This is an optimization exercise on Yosys and OpenROAD, whose aim is small area, a short achievable clock period and few clock cycles, not a production implementation. Function was checked by simulation only, so behaviour that the tests miss may differ from the original.

==> job 8608: inputs <==
Design Deco, start of the top module:
module Deco(
             clk_p_i,
             reset_n_i,
             data_i,
             data_o,
             start_i,
             done_o
);
clock: 44.0 ns
lec_check: 0
abc_area: 1
cap_margin: 20
core_margin: 2
core_utilization: 65
place_density: 0.75
slew_margin: 20
standard.sh (not shown) runs the stock make flow with config.mk's settings and CLKGATE_MAP_FILE= SYNTH_SCRIPT=/design/flow/synth_recipe.tcl, a recipe that flattens the netlist after the stock synthesis.
==> flow/flow/run.sh <==
#!/bin/bash
# The standard layout, with faster port buffers: the ports' delays are fixed,
# so their buffers' delay adds straight to the achieved period.
set -euo pipefail
bash standard.sh "BUFFER_PORTS_ARGS=-buffer_cell sky130_fd_sc_hd__buf_2" finish > standard.log 2>&1
==> job 4810: changes against job 8608 <==
--- a/flow/design.v
+++ b/flow/design.v
@@ -174,15 +174,15 @@
     reg  [3:0]         iter;
     reg  [4:0]         out_reg;
     reg  [4:0]         h1r;                 
     reg  signed [11:0] EC [0:4];            
     reg  signed [11:0] xFr, xBr;            
     reg  signed [5:0]  AZr, BZr;            
     reg  signed [5:0]  AFr, BFr, ABr, BBr;  
-    reg  signed [6:0]  b2r [0:3];           
+    reg                fst;                 
     reg  signed [11:0] GF0, GF1, GF2, GF3;  
     reg  signed [11:0] al [0:3];            
     reg  signed [11:0] be [0:3];            
     reg  signed [11:0] b3s [0:3];           
     reg  signed [11:0] fs1r [0:7];          
     reg  signed [11:0] mpP, mnP, mpQ, mnQ;  
     reg  signed [11:0] xPr, xQr;            
@@ -203,32 +203,33 @@
     function signed [11:0] cN(input signed [11:0] g);
         cN = g[11] ? NINF : {1'b1, g[10:0]};
     endfunction
     wire signed [5:0] A5 = vr[5] + vr[12], B5 = vr[5] - vr[12];
     wire signed [5:0] A6 = vr[6] + vr[13], B6 = vr[6] - vr[13];
     wire signed [6:0] t1_0 = -A6 - A5, t1_1 = B5 - A6, t1_2 = B6 - A5, t1_3 = B6 + B5;
     wire signed [6:0] t2_0 = -(vr[19] + vr[20]);
-    wire signed [6:0] L5 = {4'b0, vr[5][3:1]},  L12 = {4'b0, vr[12][3:1]};
-    wire signed [6:0] L6 = {4'b0, vr[6][3:1]},  L13 = {4'b0, vr[13][3:1]};
-    wire signed [3:0] m5 = {3'b0, data_i[15]},  m12 = {3'b0, data_i[8]};
-    wire signed [3:0] m6 = {3'b0, data_i[14]},  m13 = {3'b0, data_i[7]};
-    wire signed [3:0] k0 = m6 + m13 + m5 + m12, k1 = m5 - m12 - m6 - m13;
-    wire signed [3:0] k2 = m6 - m13 - m5 - m12, k3 = m6 - m13 + m5 - m12;
-    wire signed [6:0] f1_0 = -(L6 + L13 + L5 + L12) + {k0, 3'b0};
-    wire signed [6:0] f1_1 = (L5 - L12 - L6 - L13) - {k1, 3'b0};
-    wire signed [6:0] f1_2 = (L6 - L13 - L5 - L12) - {k2, 3'b0};
-    wire signed [6:0] f1_3 = (L6 - L13 + L5 - L12) - {k3, 3'b0};
-    wire signed [11:0] b2_0 = b2r[0], b2_1 = b2r[1], b2_2 = b2r[2], b2_3 = b2r[3];
-    wire ld = !busy && (rc == 2'd3);
-    wire signed [3:0] nsF = ld ? {data_i[18], vr[2][3:1]} : p5 ? vr[2] : p1 ? sy1 : p2 ? sy3 : sy4;
-    wire signed [3:0] neF = ld ? {data_i[11], vr[9][3:1]} : p5 ? (d1 ? vr[16] : vr[9]) : p1 ? en1 : p2 ? en3 : en4;
-    wire signed [3:0] nsB = ld ? {data_i[16], vr[4][3:1]} : p5 ? (d1 ? vr[3] : vr[4]) : p1 ? sy3 : p2 ? sy2 : sy1;
-    wire signed [3:0] neB = ld ? {data_i[9], vr[11][3:1]} : p5 ? (d1 ? vr[18] : vr[11]) : p1 ? en3 : p2 ? en2 : en1;
-    wire signed [5:0] nsF6 = nsF, neF6 = neF, nsB6 = nsB, neB6 = neB;
-    wire signed [5:0]  AF = AFr, BF = BFr, AB = ABr, BB = BBr;
+    wire signed [11:0] b2_0 = d2 ? t2_0 : t1_0;
+    wire signed [11:0] b2_1 = d2 ? t2_0 : t1_1;
+    wire signed [11:0] b2_2 = d2 ? t2_0 : t1_2;
+    wire signed [11:0] b2_3 = d2 ? t2_0 : t1_3;
+    function signed [11:0] ops(input n2, input [2:0] m);
+        reg signed [5:0] s, e;
+        begin
+            case (m)
+                3'd1: begin s = n2 ? vr[4] : vr[1]; e = n2 ? vr[15] : vr[8];  end
+                3'd2: begin s = vr[2];              e = n2 ? vr[16] : vr[9];  end
+                3'd3: begin s = n2 ? vr[1] : vr[3]; e = n2 ? vr[17] : vr[10]; end
+                default: begin s = n2 ? vr[3] : vr[4]; e = n2 ? vr[18] : vr[11]; end
+            endcase
+            ops = {s + e, s - e};
+        end
+    endfunction
+    wire signed [11:0] opF = fst ? ops(1'b0, 3'd2) : {AFr, BFr};
+    wire signed [11:0] opB = fst ? ops(1'b0, 3'd4) : {ABr, BBr};
+    wire signed [5:0]  AF = opF[11:6], BF = opF[5:0], AB = opB[11:6], BB = opB[5:0];
     wire signed [11:0] gF0, gF1, gF2, gF3, gB0, gB1, gB2, gB3, gZ0, gZ1, gZ2, gZ3;
     Gamma uGF(AF, BF, xFr, gF0, gF1, gF2, gF3);
     Gamma uGB(AB, BB, xBr, gB0, gB1, gB2, gB3);
     Gamma uGZ(AZr, BZr, EC[0], gZ0, gZ1, gZ2, gZ3);
     wire signed [12:0] x0 = EC[0];
     wire signed [12:0] s0 = sy0;
     wire c0 = x0 < 13'sd1024 - s0;          
@@ -279,19 +280,20 @@
     wire fin = busy && tP4 && d1;
     wire [4:0] h2 = {~ECn[0][11], ~ECn[1][11], ~ECn[2][11], ~ECn[3][11], ~ECn[4][11]};
     wire stop = fin && ((h1r == h2) || (iter == 4'd9));
     always @(posedge clk_p_i or negedge reset_n_i) begin
         if (!reset_n_i) begin
             rc <= 2'd0; busy <= 1'b0; d1 <= 1'b1; d2 <= 1'b0;
             p1 <= 1'b1; p2 <= 1'b0; p3 <= 1'b0; p4 <= 1'b0; p5 <= 1'b0;
-            iter <= 4'd0; done <= 1'b0; out_reg <= 5'd0;
+            iter <= 4'd0; done <= 1'b0; out_reg <= 5'd0; fst <= 1'b0;
             tP2 <= 1'b0; tP3 <= 1'b0; tP4 <= 1'b0; tQ1 <= 1'b0; tQ0 <= 1'b0;
         end else begin
             done <= stop;
             if (stop) out_reg <= h2;
+            fst <= !busy && start_i && (rc == 2'd3);
             tP2 <= busy && p3; tP3 <= busy && p4; tP4 <= busy && p5;
             tQ1 <= busy && p4; tQ0 <= busy && p5;
             if (!busy) begin
                 p1 <= 1'b1; p2 <= 1'b0; p3 <= 1'b0; p4 <= 1'b0; p5 <= 1'b0;
                 d1 <= 1'b1; d2 <= 1'b0; iter <= 4'd0;
                 if (start_i) begin
                     rc <= rc + 2'd1;
@@ -319,22 +321,16 @@
         end
         for (i = 0; i < 5; i = i + 1)
             EC[i] <= busy ? ECn[i] : 12'sd0;
         if (d2 && p2) h1r <= {~EC[0][11], ~EC[3][11], ~EC[2][11], ~EC[4][11], ~EC[1][11]};
         xFr <= !busy ? 12'sd0 : p5 ? ECn[2] : p1 ? ECn[1] : p2 ? EC[3] : EC[4];
         xBr <= !busy ? 12'sd0 : p5 ? ECn[4] : p1 ? ECn[3] : p2 ? EC[2] : EC[1];
         if (p1) begin AZr <= sy0 + en0; BZr <= sy0 - en0; end
-        AFr <= nsF6 + neF6; BFr <= nsF6 - neF6;
-        ABr <= nsB6 + neB6; BBr <= nsB6 - neB6;
-        if (ld) begin
-            b2r[0] <= f1_0; b2r[1] <= f1_1; b2r[2] <= f1_2; b2r[3] <= f1_3;
-        end else if (p5) begin
-            b2r[0] <= d1 ? t2_0 : t1_0; b2r[1] <= d1 ? t2_0 : t1_1;
-            b2r[2] <= d1 ? t2_0 : t1_2; b2r[3] <= d1 ? t2_0 : t1_3;
-        end
+        {AFr, BFr} <= p5 ? ops(d1, 3'd2) : p1 ? ops(d2, 3'd1) : p2 ? ops(d2, 3'd3) : ops(d2, 3'd4);
+        {ABr, BBr} <= p5 ? ops(d1, 3'd4) : p1 ? ops(d2, 3'd3) : p2 ? ops(d2, 3'd2) : ops(d2, 3'd1);
         if (!p2 && !p5) begin
             GF0 <= gF0; GF1 <= gF1; GF2 <= gF2; GF3 <= gF3;
         end
         al[0] <= aN0; al[1] <= aN1; al[2] <= aN2; al[3] <= aN3;
         be[0] <= bN0; be[1] <= bN1; be[2] <= bN2; be[3] <= bN3;
         if (p1) begin
             b3s[0] <= bN0; b3s[1] <= bN1; b3s[2] <= bN2; b3s[3] <= bN3;
- ABC_AREA: 1 -> default
==> job 9606: changes against job 8608 <==
--- a/flow/design.v
+++ b/flow/design.v
@@ -174,15 +174,15 @@
     reg  [3:0]         iter;
     reg  [4:0]         out_reg;
     reg  [4:0]         h1r;                 
     reg  signed [11:0] EC [0:4];            
     reg  signed [11:0] xFr, xBr;            
     reg  signed [5:0]  AZr, BZr;            
     reg  signed [5:0]  AFr, BFr, ABr, BBr;  
-    reg  signed [6:0]  b2r [0:3];           
+    reg                fst;                 
     reg  signed [11:0] GF0, GF1, GF2, GF3;  
     reg  signed [11:0] al [0:3];            
     reg  signed [11:0] be [0:3];            
     reg  signed [11:0] b3s [0:3];           
     reg  signed [11:0] fs1r [0:7];          
     reg  signed [11:0] mpP, mnP, mpQ, mnQ;  
     reg  signed [11:0] xPr, xQr;            
@@ -203,32 +203,38 @@
     function signed [11:0] cN(input signed [11:0] g);
         cN = g[11] ? NINF : {1'b1, g[10:0]};
     endfunction
     wire signed [5:0] A5 = vr[5] + vr[12], B5 = vr[5] - vr[12];
     wire signed [5:0] A6 = vr[6] + vr[13], B6 = vr[6] - vr[13];
     wire signed [6:0] t1_0 = -A6 - A5, t1_1 = B5 - A6, t1_2 = B6 - A5, t1_3 = B6 + B5;
     wire signed [6:0] t2_0 = -(vr[19] + vr[20]);
-    wire signed [6:0] L5 = {4'b0, vr[5][3:1]},  L12 = {4'b0, vr[12][3:1]};
-    wire signed [6:0] L6 = {4'b0, vr[6][3:1]},  L13 = {4'b0, vr[13][3:1]};
-    wire signed [3:0] m5 = {3'b0, data_i[15]},  m12 = {3'b0, data_i[8]};
-    wire signed [3:0] m6 = {3'b0, data_i[14]},  m13 = {3'b0, data_i[7]};
-    wire signed [3:0] k0 = m6 + m13 + m5 + m12, k1 = m5 - m12 - m6 - m13;
-    wire signed [3:0] k2 = m6 - m13 - m5 - m12, k3 = m6 - m13 + m5 - m12;
-    wire signed [6:0] f1_0 = -(L6 + L13 + L5 + L12) + {k0, 3'b0};
-    wire signed [6:0] f1_1 = (L5 - L12 - L6 - L13) - {k1, 3'b0};
-    wire signed [6:0] f1_2 = (L6 - L13 - L5 - L12) - {k2, 3'b0};
-    wire signed [6:0] f1_3 = (L6 - L13 + L5 - L12) - {k3, 3'b0};
-    wire signed [11:0] b2_0 = b2r[0], b2_1 = b2r[1], b2_2 = b2r[2], b2_3 = b2r[3];
-    wire ld = !busy && (rc == 2'd3);
-    wire signed [3:0] nsF = ld ? {data_i[18], vr[2][3:1]} : p5 ? vr[2] : p1 ? sy1 : p2 ? sy3 : sy4;
-    wire signed [3:0] neF = ld ? {data_i[11], vr[9][3:1]} : p5 ? (d1 ? vr[16] : vr[9]) : p1 ? en1 : p2 ? en3 : en4;
-    wire signed [3:0] nsB = ld ? {data_i[16], vr[4][3:1]} : p5 ? (d1 ? vr[3] : vr[4]) : p1 ? sy3 : p2 ? sy2 : sy1;
-    wire signed [3:0] neB = ld ? {data_i[9], vr[11][3:1]} : p5 ? (d1 ? vr[18] : vr[11]) : p1 ? en3 : p2 ? en2 : en1;
+    wire signed [11:0] b2_0 = d2 ? t2_0 : t1_0;
+    wire signed [11:0] b2_1 = d2 ? t2_0 : t1_1;
+    wire signed [11:0] b2_2 = d2 ? t2_0 : t1_2;
+    wire signed [11:0] b2_3 = d2 ? t2_0 : t1_3;
+    function signed [11:0] ops(input n2, input [2:0] m);
+        reg signed [5:0] s, e;
+        begin
+            case (m)
+                3'd1: begin s = n2 ? vr[4] : vr[1]; e = n2 ? vr[15] : vr[8];  end
+                3'd2: begin s = vr[2];              e = n2 ? vr[16] : vr[9];  end
+                3'd3: begin s = n2 ? vr[1] : vr[3]; e = n2 ? vr[17] : vr[10]; end
+                default: begin s = n2 ? vr[3] : vr[4]; e = n2 ? vr[18] : vr[11]; end
+            endcase
+            ops = {s + e, s - e};
+        end
+    endfunction
+    wire signed [3:0] nsF = p5 ? vr[2] : p1 ? sy1 : p2 ? sy3 : sy4;
+    wire signed [3:0] neF = p5 ? (d1 ? vr[16] : vr[9]) : p1 ? en1 : p2 ? en3 : en4;
+    wire signed [3:0] nsB = p5 ? (d1 ? vr[3] : vr[4]) : p1 ? sy3 : p2 ? sy2 : sy1;
+    wire signed [3:0] neB = p5 ? (d1 ? vr[18] : vr[11]) : p1 ? en3 : p2 ? en2 : en1;
     wire signed [5:0] nsF6 = nsF, neF6 = neF, nsB6 = nsB, neB6 = neB;
-    wire signed [5:0]  AF = AFr, BF = BFr, AB = ABr, BB = BBr;
+    wire signed [11:0] opF = fst ? ops(1'b0, 3'd2) : {AFr, BFr};
+    wire signed [11:0] opB = fst ? ops(1'b0, 3'd4) : {ABr, BBr};
+    wire signed [5:0]  AF = opF[11:6], BF = opF[5:0], AB = opB[11:6], BB = opB[5:0];
     wire signed [11:0] gF0, gF1, gF2, gF3, gB0, gB1, gB2, gB3, gZ0, gZ1, gZ2, gZ3;
     Gamma uGF(AF, BF, xFr, gF0, gF1, gF2, gF3);
     Gamma uGB(AB, BB, xBr, gB0, gB1, gB2, gB3);
     Gamma uGZ(AZr, BZr, EC[0], gZ0, gZ1, gZ2, gZ3);
     wire signed [12:0] x0 = EC[0];
     wire signed [12:0] s0 = sy0;
     wire c0 = x0 < 13'sd1024 - s0;          
@@ -279,19 +285,20 @@
     wire fin = busy && tP4 && d1;
     wire [4:0] h2 = {~ECn[0][11], ~ECn[1][11], ~ECn[2][11], ~ECn[3][11], ~ECn[4][11]};
     wire stop = fin && ((h1r == h2) || (iter == 4'd9));
     always @(posedge clk_p_i or negedge reset_n_i) begin
         if (!reset_n_i) begin
             rc <= 2'd0; busy <= 1'b0; d1 <= 1'b1; d2 <= 1'b0;
             p1 <= 1'b1; p2 <= 1'b0; p3 <= 1'b0; p4 <= 1'b0; p5 <= 1'b0;
-            iter <= 4'd0; done <= 1'b0; out_reg <= 5'd0;
+            iter <= 4'd0; done <= 1'b0; out_reg <= 5'd0; fst <= 1'b0;
             tP2 <= 1'b0; tP3 <= 1'b0; tP4 <= 1'b0; tQ1 <= 1'b0; tQ0 <= 1'b0;
         end else begin
             done <= stop;
             if (stop) out_reg <= h2;
+            fst <= !busy && start_i && (rc == 2'd3);
             tP2 <= busy && p3; tP3 <= busy && p4; tP4 <= busy && p5;
             tQ1 <= busy && p4; tQ0 <= busy && p5;
             if (!busy) begin
                 p1 <= 1'b1; p2 <= 1'b0; p3 <= 1'b0; p4 <= 1'b0; p5 <= 1'b0;
                 d1 <= 1'b1; d2 <= 1'b0; iter <= 4'd0;
                 if (start_i) begin
                     rc <= rc + 2'd1;
@@ -321,20 +328,14 @@
             EC[i] <= busy ? ECn[i] : 12'sd0;
         if (d2 && p2) h1r <= {~EC[0][11], ~EC[3][11], ~EC[2][11], ~EC[4][11], ~EC[1][11]};
         xFr <= !busy ? 12'sd0 : p5 ? ECn[2] : p1 ? ECn[1] : p2 ? EC[3] : EC[4];
         xBr <= !busy ? 12'sd0 : p5 ? ECn[4] : p1 ? ECn[3] : p2 ? EC[2] : EC[1];
         if (p1) begin AZr <= sy0 + en0; BZr <= sy0 - en0; end
         AFr <= nsF6 + neF6; BFr <= nsF6 - neF6;
         ABr <= nsB6 + neB6; BBr <= nsB6 - neB6;
-        if (ld) begin
-            b2r[0] <= f1_0; b2r[1] <= f1_1; b2r[2] <= f1_2; b2r[3] <= f1_3;
-        end else if (p5) begin
-            b2r[0] <= d1 ? t2_0 : t1_0; b2r[1] <= d1 ? t2_0 : t1_1;
-            b2r[2] <= d1 ? t2_0 : t1_2; b2r[3] <= d1 ? t2_0 : t1_3;
-        end
         if (!p2 && !p5) begin
             GF0 <= gF0; GF1 <= gF1; GF2 <= gF2; GF3 <= gF3;
         end
         al[0] <= aN0; al[1] <= aN1; al[2] <= aN2; al[3] <= aN3;
         be[0] <= bN0; be[1] <= bN1; be[2] <= bN2; be[3] <= bN3;
         if (p1) begin
             b3s[0] <= bN0; b3s[1] <= bN1; b3s[2] <= bN2; b3s[3] <= bN3;
==> qor summary <==
                                                             job 8608        job 4810        job 9606
Fraction of synthesized area in multiplexers                  0.0152%           6.41%         0.0625%
Run status                                             finished clean  finished clean  finished clean
Critical path destination                                   b2r[2][6]          mpP[6]        al[1][4]
Count of multi-input gates                                       6618            6202            6533
Die Ht                                                    322 microns     326 microns     318 microns
Post-synthesis compound-gate area fraction                      20.1%           21.5%           20.4%
Multi-input combinational area share                            62.5%           67.3%           63.1%
Initial Utilization                                             65.7%           65.8%           65.4%
Post-Layout Cell Count                                          10300            9328           10100
Ratio of cells with drive above 1 in the final layout           3.51%           6.14%           4.17%
Flop and latch count out of synthesis                             617             590             590
Hold path depth                                                     2               1               1
WL met1                                                       95.7 mm         97.1 mm         93.7 mm
Placed Cells                                                    10200            9195            9977
Testbench counts of job 8608, summed over its fixed seeds: cycles 11,298.
Testbench counts of job 4810, summed over its fixed seeds: cycles 11,298.
Testbench counts of job 9606, summed over its fixed seeds: cycles 11,298.

[static timing again, ports no longer ideal]
The results above use ideal ports. As a check the final layouts listed here were re-extracted and re-timed, cells and wires unchanged. Step 1: set_driving_cell puts a clkbuf_16 on clk_p_i and a buf_2 on each other input, an assumption about the parent block. Step 2, shift: input delay + t, output delay - t, t = (earliest + latest rising clock arrival at the registers) / 2. This alone moves slack from input paths to output paths. Three values: no drivers, after step 1, after step 2; two values: the first two.
run	t (ns)	setup slack, ns	worst register clock-pin slew, ns
job 8608	0.748	32.853 / 32.899 / 32.151	0.07 / 0.07
job 4810	0.742	31.482 / 31.482 / 31.482	0.08 / 0.08
job 9606	0.762	33.514 / 33.514 / 33.514	0.07 / 0.07
After both steps every run listed still meets setup and hold. For job 8608, which loses most, drivers alone change the setup slack by +0.046 ns; drivers and shift together by -0.702 ns.
